From an optimization exercise on the open Yosys and OpenROAD flow, aimed at small area and a short achievable clock period; shortcuts taken in it are not production practice.
RTL that was checked went through simulation tests only; none was proved equivalent to the original.
No activity file was given, so power comes from the tool's default toggle rates.

Setup of red:
==> module IEEE754_AdderSubtract, before the edit <==
module IEEE754_AdderSubtract
(
	input clock,
	input resetn,
	input [31:0] a,
	input [31:0] b,
	output [31:0] y
);
	wire [7:0]  ea = a[30:23];
	wire [7:0]  eb = b[30:23];
	wire [7:0]  d;                               
	wire        ge;                              
	bk_add #(8) u_dba (eb, ~ea, 1'b1, d, ge);
	wire        big = ge ? (|d[7:5]) : (~&d[7:5] | (d == 8'he0));
	reg         v1, sg1, sub1, ge1, big1;
	reg  [7:0]  eg1;
	reg  [4:0]  d1;
	reg  [22:0] ma1, mb1;
	always @(posedge clock) begin
		v1   <= resetn;
		sg1  <= ge ? b[31] : a[31];
		sub1 <= a[31] ^ b[31];
		ge1  <= ge;
		eg1  <= ge ? eb : ea;
		big1 <= big;
		d1   <= d[4:0];
		ma1  <= a[22:0];
		mb1  <= b[22:0];
	end
	wire [22:0] mg = ge1 ? mb1 : ma1;
	wire [23:0] mw = ge1 ? {1'b1, ma1} : {2'b01, mb1[22:1]};
	wire [4:0]  she = big1 ? {4'b1011, ge1} : (d1 ^ {5{~ge1}});
	wire [23:0] sm = mw >> she;
	wire [24:0] A = {2'b01, mg};
	wire [24:0] B = {1'b0, sm} ^ {25{sub1}};
	wire [24:0] p = A ^ B;
	wire [24:0] gc;                              
	wire [24:0] pc;                              
	wire        co;
	bk_prefix #(25, 16) u_pre (A & B, p, gc, pc, co);
	wire        neg = sub1 & ~co;
	wire [24:0] r = p ^ (gc | (pc & {25{co}})) ^ {25{neg}};
	wire        s = sg1 ^ neg;
	wire [4:0]  c;                               
	wire        nz;                              
	lzc32 u_lzc ({r, 7'b0}, c, nz);
	wire [24:0] n1 = c[4] ? {r[8:0], 16'b0} : r;
	wire [24:0] n2 = c[3] ? {n1[16:0], 8'b0} : n1;
	wire [24:0] n3 = c[2] ? {n2[20:0], 4'b0} : n2;
	wire [24:0] n4 = c[0] ? {n3[23:0], 1'b0} : n3;
	wire [4:0]  lz = {c[4:2], c[1] & nz, c[0]};
	wire [7:0]  egp;
	wire [2:0]  ehd;
	wire [4:0]  elo;
	wire        nb;                              
	bk_add #(8) u_inc (eg1, 8'd0, 1'b1, egp, );
	bk_add #(3, 2) u_dec (egp[7:5], 3'b111, 1'b0, ehd, );
	bk_add #(5) u_exp (egp[4:0], ~lz, 1'b1, elo, nb);
	reg         s2, k2;
	reg  [7:0]  e2;
	reg  [23:0] n42;
	always @(posedge clock)
		k2 <= c[1];                              
	always @(posedge clock) begin
		if (!resetn || !v1) begin
			s2  <= 1'b0;
			e2  <= 8'd0;
			n42 <= 24'd0;
		end else begin
			s2  <= s;
			e2  <= {nb ? egp[7:5] : ehd, elo};
			n42 <= n4[23:0];
		end
	end
	wire [23:0] n5 = k2 ? {n42[21:0], 2'b0} : n42;
	assign y = {s2, e2, n5[23:1]};
endmodule
clock: 22.0 ns
lec_check: 0
abc_area: 1
cap_margin: 20
core_margin: 2
core_utilization: 60
cts_buf_list: sky130_fd_sc_hd__clkbuf_8
gpl_timing_driven: 0
slew_margin: 20
standard.sh (not shown) runs the stock make flow with config.mk's settings and CLKGATE_MAP_FILE= SYNTH_SCRIPT=/design/flow/synth_recipe.tcl, a recipe that flattens the netlist after the stock synthesis.
==> flow/flow/run.sh <==
#!/bin/bash
# The standard layout, with two changes to how it is made:
#  - the smallest plain buffer (buf_1) as the port buffer on every input and output;
#  - repair_timing aims for 15.3 ns of setup slack (the clock and constraints are unchanged).
set -euo pipefail
bash standard.sh finish "BUFFER_PORTS_ARGS=-buffer_cell sky130_fd_sc_hd__buf_1" SETUP_SLACK_MARGIN=15.3 > standard_flow.log 2>&1
Inputs modified between red and blue:
-- flow/design.v --
<<< red, line 32
	wire [4:0]  she = big1 ? {4'b1011, ge1} : (d1 ^ {5{~ge1}});
	wire [23:0] sm = mw >> she;
	wire [24:0] A = {2'b01, mg};
	wire [24:0] B = {1'b0, sm} ^ {25{sub1}};
	wire [24:0] p = A ^ B;
	wire [24:0] gc;                              
>>> blue, line 32
	wire [4:0]  she = big1 ? {4'b1011, ge1} : (d1 ^ {5{~ge1}});
	wire [23:0] sm = mw >> she;
	wire [24:0] A = {2'b01, mg} ^ {25{sub1}};
	wire [24:0] B = {1'b0, sm};
	wire [24:0] p = A ^ B;
	wire [24:0] gc;                              
<<< red, line 39
	wire        co;
	bk_prefix #(25, 16) u_pre (A & B, p, gc, pc, co);
	wire        neg = sub1 & ~co;
	wire [24:0] r = p ^ (gc | (pc & {25{co}})) ^ {25{neg}};
	wire        s = sg1 ^ neg;
	wire [4:0]  c;                               
	wire        nz;                              
>>> blue, line 39
	wire        co;
	bk_prefix #(25, 16) u_pre (A & B, p, gc, pc, co);
	wire [24:0] r = p ^ (gc | (pc & {25{co}})) ^ {25{sub1 & ~co}};
	wire        s = sg1 ^ (sub1 & (co | (&p)));
	wire [4:0]  c;                               
	wire        nz;                              
<<< red, line 49
	wire [24:0] n3 = c[2] ? {n2[20:0], 4'b0} : n2;
	wire [24:0] n4 = c[0] ? {n3[23:0], 1'b0} : n3;
	wire [4:0]  lz = {c[4:2], c[1] & nz, c[0]};
	wire [7:0]  egp;
	wire [2:0]  ehd;
	wire [4:0]  elo;
	wire        nb;                              
	bk_add #(8) u_inc (eg1, 8'd0, 1'b1, egp, );
	bk_add #(3, 2) u_dec (egp[7:5], 3'b111, 1'b0, ehd, );
	bk_add #(5) u_exp (egp[4:0], ~lz, 1'b1, elo, nb);
	reg         s2, k2;
	reg  [7:0]  e2;
	reg  [23:0] n42;
	always @(posedge clock)
		k2 <= c[1];                              
	always @(posedge clock) begin
		if (!resetn || !v1) begin
			s2  <= 1'b0;
			e2  <= 8'd0;
			n42 <= 24'd0;
		end else begin
			s2  <= s;
			e2  <= {nb ? egp[7:5] : ehd, elo};
			n42 <= n4[23:0];
		end
	end
	wire [23:0] n5 = k2 ? {n42[21:0], 2'b0} : n42;
	assign y = {s2, e2, n5[23:1]};
endmodule
module bk_prefix #(parameter N = 8, parameter TOPD = 4)
>>> blue, line 48
	wire [24:0] n3 = c[2] ? {n2[20:0], 4'b0} : n2;
	wire [24:0] n4 = c[0] ? {n3[23:0], 1'b0} : n3;
	wire [7:0]  egp;
	bk_add #(8) u_inc (eg1, 8'd0, 1'b1, egp, );
	reg         s2;
	reg  [7:0]  egp2;
	reg  [4:0]  lz2;
	reg  [23:0] n42;
	always @(posedge clock) begin
		if (!resetn || !v1) begin
			s2   <= 1'b0;
			egp2 <= 8'd0;
			lz2  <= 5'd0;
			n42  <= 24'd0;
		end else begin
			s2   <= s;
			egp2 <= egp;
			lz2  <= {c[4:2], c[1] & nz, c[0]};   
			n42  <= n4[23:0];
		end
	end
	wire [23:0] n5 = lz2[1] ? {n42[21:0], 2'b0} : n42;
	wire [2:0]  ehd;
	wire [4:0]  elo;
	wire        nb;                              
	bk_add #(3, 2) u_dec (egp2[7:5], 3'b111, 1'b0, ehd, );
	bk_add #(5) u_exp (egp2[4:0], ~lz2, 1'b1, elo, nb);
	assign y = {s2, nb ? egp2[7:5] : ehd, elo, n5[23:1]};
endmodule
module bk_prefix #(parameter N = 8, parameter TOPD = 4)
==> notes.md <==
blue did not stop at any stage, and its layout met the timing, DRC and antenna checks. Post-CTS resize count ends up lower on blue. Multi-input logic area was higher in the run labelled red. The power per cell area reported for blue is smaller than that of red by 28%. When blue is set beside red, its via count of the first global-routing pass turns out to be 755 smaller. blue vs. red: worst hold margin has decreased; first-iteration DRC count has decreased. Sort blue and red by met1 track demand over resource asc -> top: blue. Power after layout, blue vs red: down by more than a quarter. The reported leakage power reported for blue is smaller than that of red by 8.4%. red -> blue: well tap count increased by a few percent. Cell area went down by more than 10% going from red to blue. Of blue and red, the lower synthesized area belongs to red.
Function was not checked in any run of this note: the RTL went through the layout flow alone.


Another version of the RTL of IEEE754_AdderSubtract (not shown whole).
Size in the first run: ~100 flip-flops, roughly 98 I/O pins.
==> flow/design.v (excerpt) <==
module IEEE754_AdderSubtract
(
	input clock,
	input resetn,
	input [31:0] a,
	input [31:0] b,
	output [31:0] y
);
==> module IEEE754_AdderSubtract, before the edit <==
module IEEE754_AdderSubtract
(
	input clock,
	input resetn,
	input [31:0] a,
	input [31:0] b,
	output [31:0] y
);
	wire [7:0]  ea = a[30:23];
	wire [7:0]  eb = b[30:23];
	wire [7:0]  dba, dab;
	wire        ge;                              
	bk_add #(8) u_dba (eb, ~ea, 1'b1, dba, ge);
	bk_add #(8) u_dab (ea, ~eb, 1'b1, dab, );
	wire [7:0]  sh = ge ? dba : dab;
	reg         v1, sg1, sub1, ge1;
	reg  [7:0]  eg1;
	reg  [4:0]  sh1;
	reg  [22:0] ma1, mb1;
	always @(posedge clock) begin
		v1   <= resetn;
		sg1  <= ge ? b[31] : a[31];
		sub1 <= a[31] ^ b[31];
		ge1  <= ge;
		eg1  <= ge ? eb : ea;
		sh1  <= (|sh[7:5]) ? 5'd23 : sh[4:0];
		ma1  <= a[22:0];
		mb1  <= b[22:0];
	end
	wire [22:0] mg = ge1 ? mb1 : ma1;
	wire [22:0] mw = ge1 ? ma1 : mb1;
	wire [23:0] sm = {1'b1, mw} >> sh1;
	wire [24:0] A = {2'b01, mg};
	wire [24:0] B = {1'b0, sm} ^ {25{sub1}};
	wire [24:0] p = A ^ B;
	wire [24:0] gc;                              
	wire [24:0] pc;                              
	wire        co;
	bk_prefix #(25, 16) u_pre (A & B, p, gc, pc, co);
	wire        neg = sub1 & ~co;
	wire [24:0] r = p ^ (gc | (pc & {25{co}})) ^ {25{neg}};
	wire        s = sg1 ^ neg;
	wire [4:0]  c;                               
	wire        nz;                              
	lzc32 u_lzc ({r, 7'b0}, c, nz);
	wire [24:0] n1 = c[4] ? {r[8:0], 16'b0} : r;
	wire [24:0] n2 = c[3] ? {n1[16:0], 8'b0} : n1;
	wire [24:0] n3 = c[2] ? {n2[20:0], 4'b0} : n2;
	wire [7:0]  egp;
	bk_add #(8) u_inc (eg1, 8'd0, 1'b1, egp, );
	reg         s2;
	reg  [7:0]  egp2;
	reg  [4:0]  lz2;
	reg  [23:0] n32;
	always @(posedge clock) begin
		if (!resetn || !v1) begin
			s2   <= 1'b0;
			egp2 <= 8'd0;
			lz2  <= 5'd0;
			n32  <= 24'd0;
		end else begin
			s2   <= s;
			egp2 <= egp;
			lz2  <= {c[4:2], c[1] & nz, c[0]};   
			n32  <= n3[23:0];
		end
	end
	wire [23:0] n4 = lz2[1] ? {n32[21:0], 2'b0} : n32;
	wire [23:0] n5 = lz2[0] ? {n4[22:0], 1'b0} : n4;
	wire [2:0]  ehd;
	wire [4:0]  elo;
	wire        nb;                              
	bk_add #(3, 2) u_dec (egp2[7:5], 3'b111, 1'b0, ehd, );
	bk_add #(5) u_exp (egp2[4:0], ~lz2, 1'b1, elo, nb);
	assign y = {s2, nb ? egp2[7:5] : ehd, elo, n5[23:1]};
endmodule
==> flow/config.mk <==
export PLATFORM = sky130hd
export DESIGN_NAME = IEEE754_AdderSubtract
export DESIGN_NICKNAME = IEEE754_AdderSubtract
export VERILOG_FILES = /design/flow/design.v
export SDC_FILE = /design/flow/constraint.sdc
export NUM_CORES = 4
export LEC_CHECK = 0
export ABC_AREA = 1
export CAP_MARGIN = 20
export CORE_MARGIN = 2
export CORE_UTILIZATION = 60
export CTS_BUF_LIST = sky130_fd_sc_hd__clkbuf_8
export GPL_TIMING_DRIVEN = 0
export SLEW_MARGIN = 20
==> flow/constraint.sdc <==
create_clock -name core_clock -period 22.0 [get_ports {clock}]
set_input_delay 4.4000 -clock core_clock [delete_from_list [all_inputs] [get_ports {clock}]]
set_output_delay 4.4000 -clock core_clock [all_outputs]
set_load 0.01 [all_outputs]
Scripts as last shown in full above: flow/flow/run.sh
The baseline passed the timing, DRC and antenna checks.
Rerun with:
--- a/flow/design.v
+++ b/flow/design.v
@@ -7,30 +7,31 @@
 	output [31:0] y
 );
 	wire [7:0]  ea = a[30:23];
 	wire [7:0]  eb = b[30:23];
-	wire [7:0]  dba, dab;
+	wire [7:0]  d;                               
 	wire        ge;                              
-	bk_add #(8) u_dba (eb, ~ea, 1'b1, dba, ge);
-	bk_add #(8) u_dab (ea, ~eb, 1'b1, dab, );
-	wire [7:0]  sh = ge ? dba : dab;
-	reg         v1, sg1, sub1, ge1;
+	bk_add #(8) u_dba (eb, ~ea, 1'b1, d, ge);
+	wire        big = ge ? (|d[7:5]) : (~&d[7:5] | (d == 8'he0));
+	reg         v1, sg1, sub1, ge1, big1;
 	reg  [7:0]  eg1;
-	reg  [4:0]  sh1;
+	reg  [4:0]  d1;
 	reg  [22:0] ma1, mb1;
 	always @(posedge clock) begin
 		v1   <= resetn;
 		sg1  <= ge ? b[31] : a[31];
 		sub1 <= a[31] ^ b[31];
 		ge1  <= ge;
 		eg1  <= ge ? eb : ea;
-		sh1  <= (|sh[7:5]) ? 5'd23 : sh[4:0];
+		big1 <= big;
+		d1   <= d[4:0];
 		ma1  <= a[22:0];
 		mb1  <= b[22:0];
 	end
 	wire [22:0] mg = ge1 ? mb1 : ma1;
-	wire [22:0] mw = ge1 ? ma1 : mb1;
-	wire [23:0] sm = {1'b1, mw} >> sh1;
+	wire [23:0] mw = ge1 ? {1'b1, ma1} : {2'b01, mb1[22:1]};
+	wire [4:0]  she = big1 ? {4'b1011, ge1} : (d1 ^ {5{~ge1}});
+	wire [23:0] sm = mw >> she;
 	wire [24:0] A = {2'b01, mg};
 	wire [24:0] B = {1'b0, sm} ^ {25{sub1}};
 	wire [24:0] p = A ^ B;
 	wire [24:0] gc;                              
@@ -45,29 +46,29 @@
 	lzc32 u_lzc ({r, 7'b0}, c, nz);
 	wire [24:0] n1 = c[4] ? {r[8:0], 16'b0} : r;
 	wire [24:0] n2 = c[3] ? {n1[16:0], 8'b0} : n1;
 	wire [24:0] n3 = c[2] ? {n2[20:0], 4'b0} : n2;
+	wire [24:0] n4 = c[0] ? {n3[23:0], 1'b0} : n3;
 	wire [7:0]  egp;
 	bk_add #(8) u_inc (eg1, 8'd0, 1'b1, egp, );
 	reg         s2;
 	reg  [7:0]  egp2;
 	reg  [4:0]  lz2;
-	reg  [23:0] n32;
+	reg  [23:0] n42;
 	always @(posedge clock) begin
 		if (!resetn || !v1) begin
 			s2   <= 1'b0;
 			egp2 <= 8'd0;
 			lz2  <= 5'd0;
-			n32  <= 24'd0;
+			n42  <= 24'd0;
 		end else begin
 			s2   <= s;
 			egp2 <= egp;
 			lz2  <= {c[4:2], c[1] & nz, c[0]};   
-			n32  <= n3[23:0];
+			n42  <= n4[23:0];
 		end
 	end
-	wire [23:0] n4 = lz2[1] ? {n32[21:0], 2'b0} : n32;
-	wire [23:0] n5 = lz2[0] ? {n4[22:0], 1'b0} : n4;
+	wire [23:0] n5 = lz2[1] ? {n42[21:0], 2'b0} : n42;
 	wire [2:0]  ehd;
 	wire [4:0]  elo;
 	wire        nb;                              
 	bk_add #(3, 2) u_dec (egp2[7:5], 3'b111, 1'b0, ehd, );
Outcome:
- The new run passed the timing, DRC and antenna checks
- worst setup slack gets better by 29 ps
- global-route usage rises by 0.63 points
- sequential share of layout area rises by 0.94 points
- clock-buffer cell count stays the same
- hold slack gets worse by 20 ps
- clock skew falls by 12 ps
- sequential power rises by a few percent
- cell count falls slightly

## static timing again, ports no longer ideal
In the flow no input, the clock included, has a driving cell. The finished layouts below were timed again as built, in two steps.
Step 1 (the two cells are an assumption about what drives the block):
set clk [get_ports {clock}]
set_driving_cell -lib_cell sky130_fd_sc_hd__clkbuf_16 $clk
set_driving_cell -lib_cell sky130_fd_sc_hd__buf_2 [delete_from_list [all_inputs] $clk]
Step 2 times the ports against the registers' clock, not the clock port: input delays grow and output delays shrink by t, the midpoint of the rising clock arrivals with the driver on.
Slacks: ideal / step 1 / step 2; pairs: ideal / step 1.
run	shift t [ns]	setup WS [ns]	slew at the worst register clock pin (ns)
red	0.423	15.248 / 15.248 / 15.111	0.10 / 0.10
blue	0.422	15.441 / 15.403 / 15.101	0.11 / 0.11
the first run of note 2	0.424	15.403 / 15.360 / 15.060	0.11 / 0.11
the second run of note 2	0.417	15.432 / 15.393 / 15.148	0.10 / 0.10
After both steps setup and hold are still met in every run listed. For the first run of note 2, which loses most, drivers alone change the setup slack by -0.043 ns; drivers and shift together by -0.343 ns.
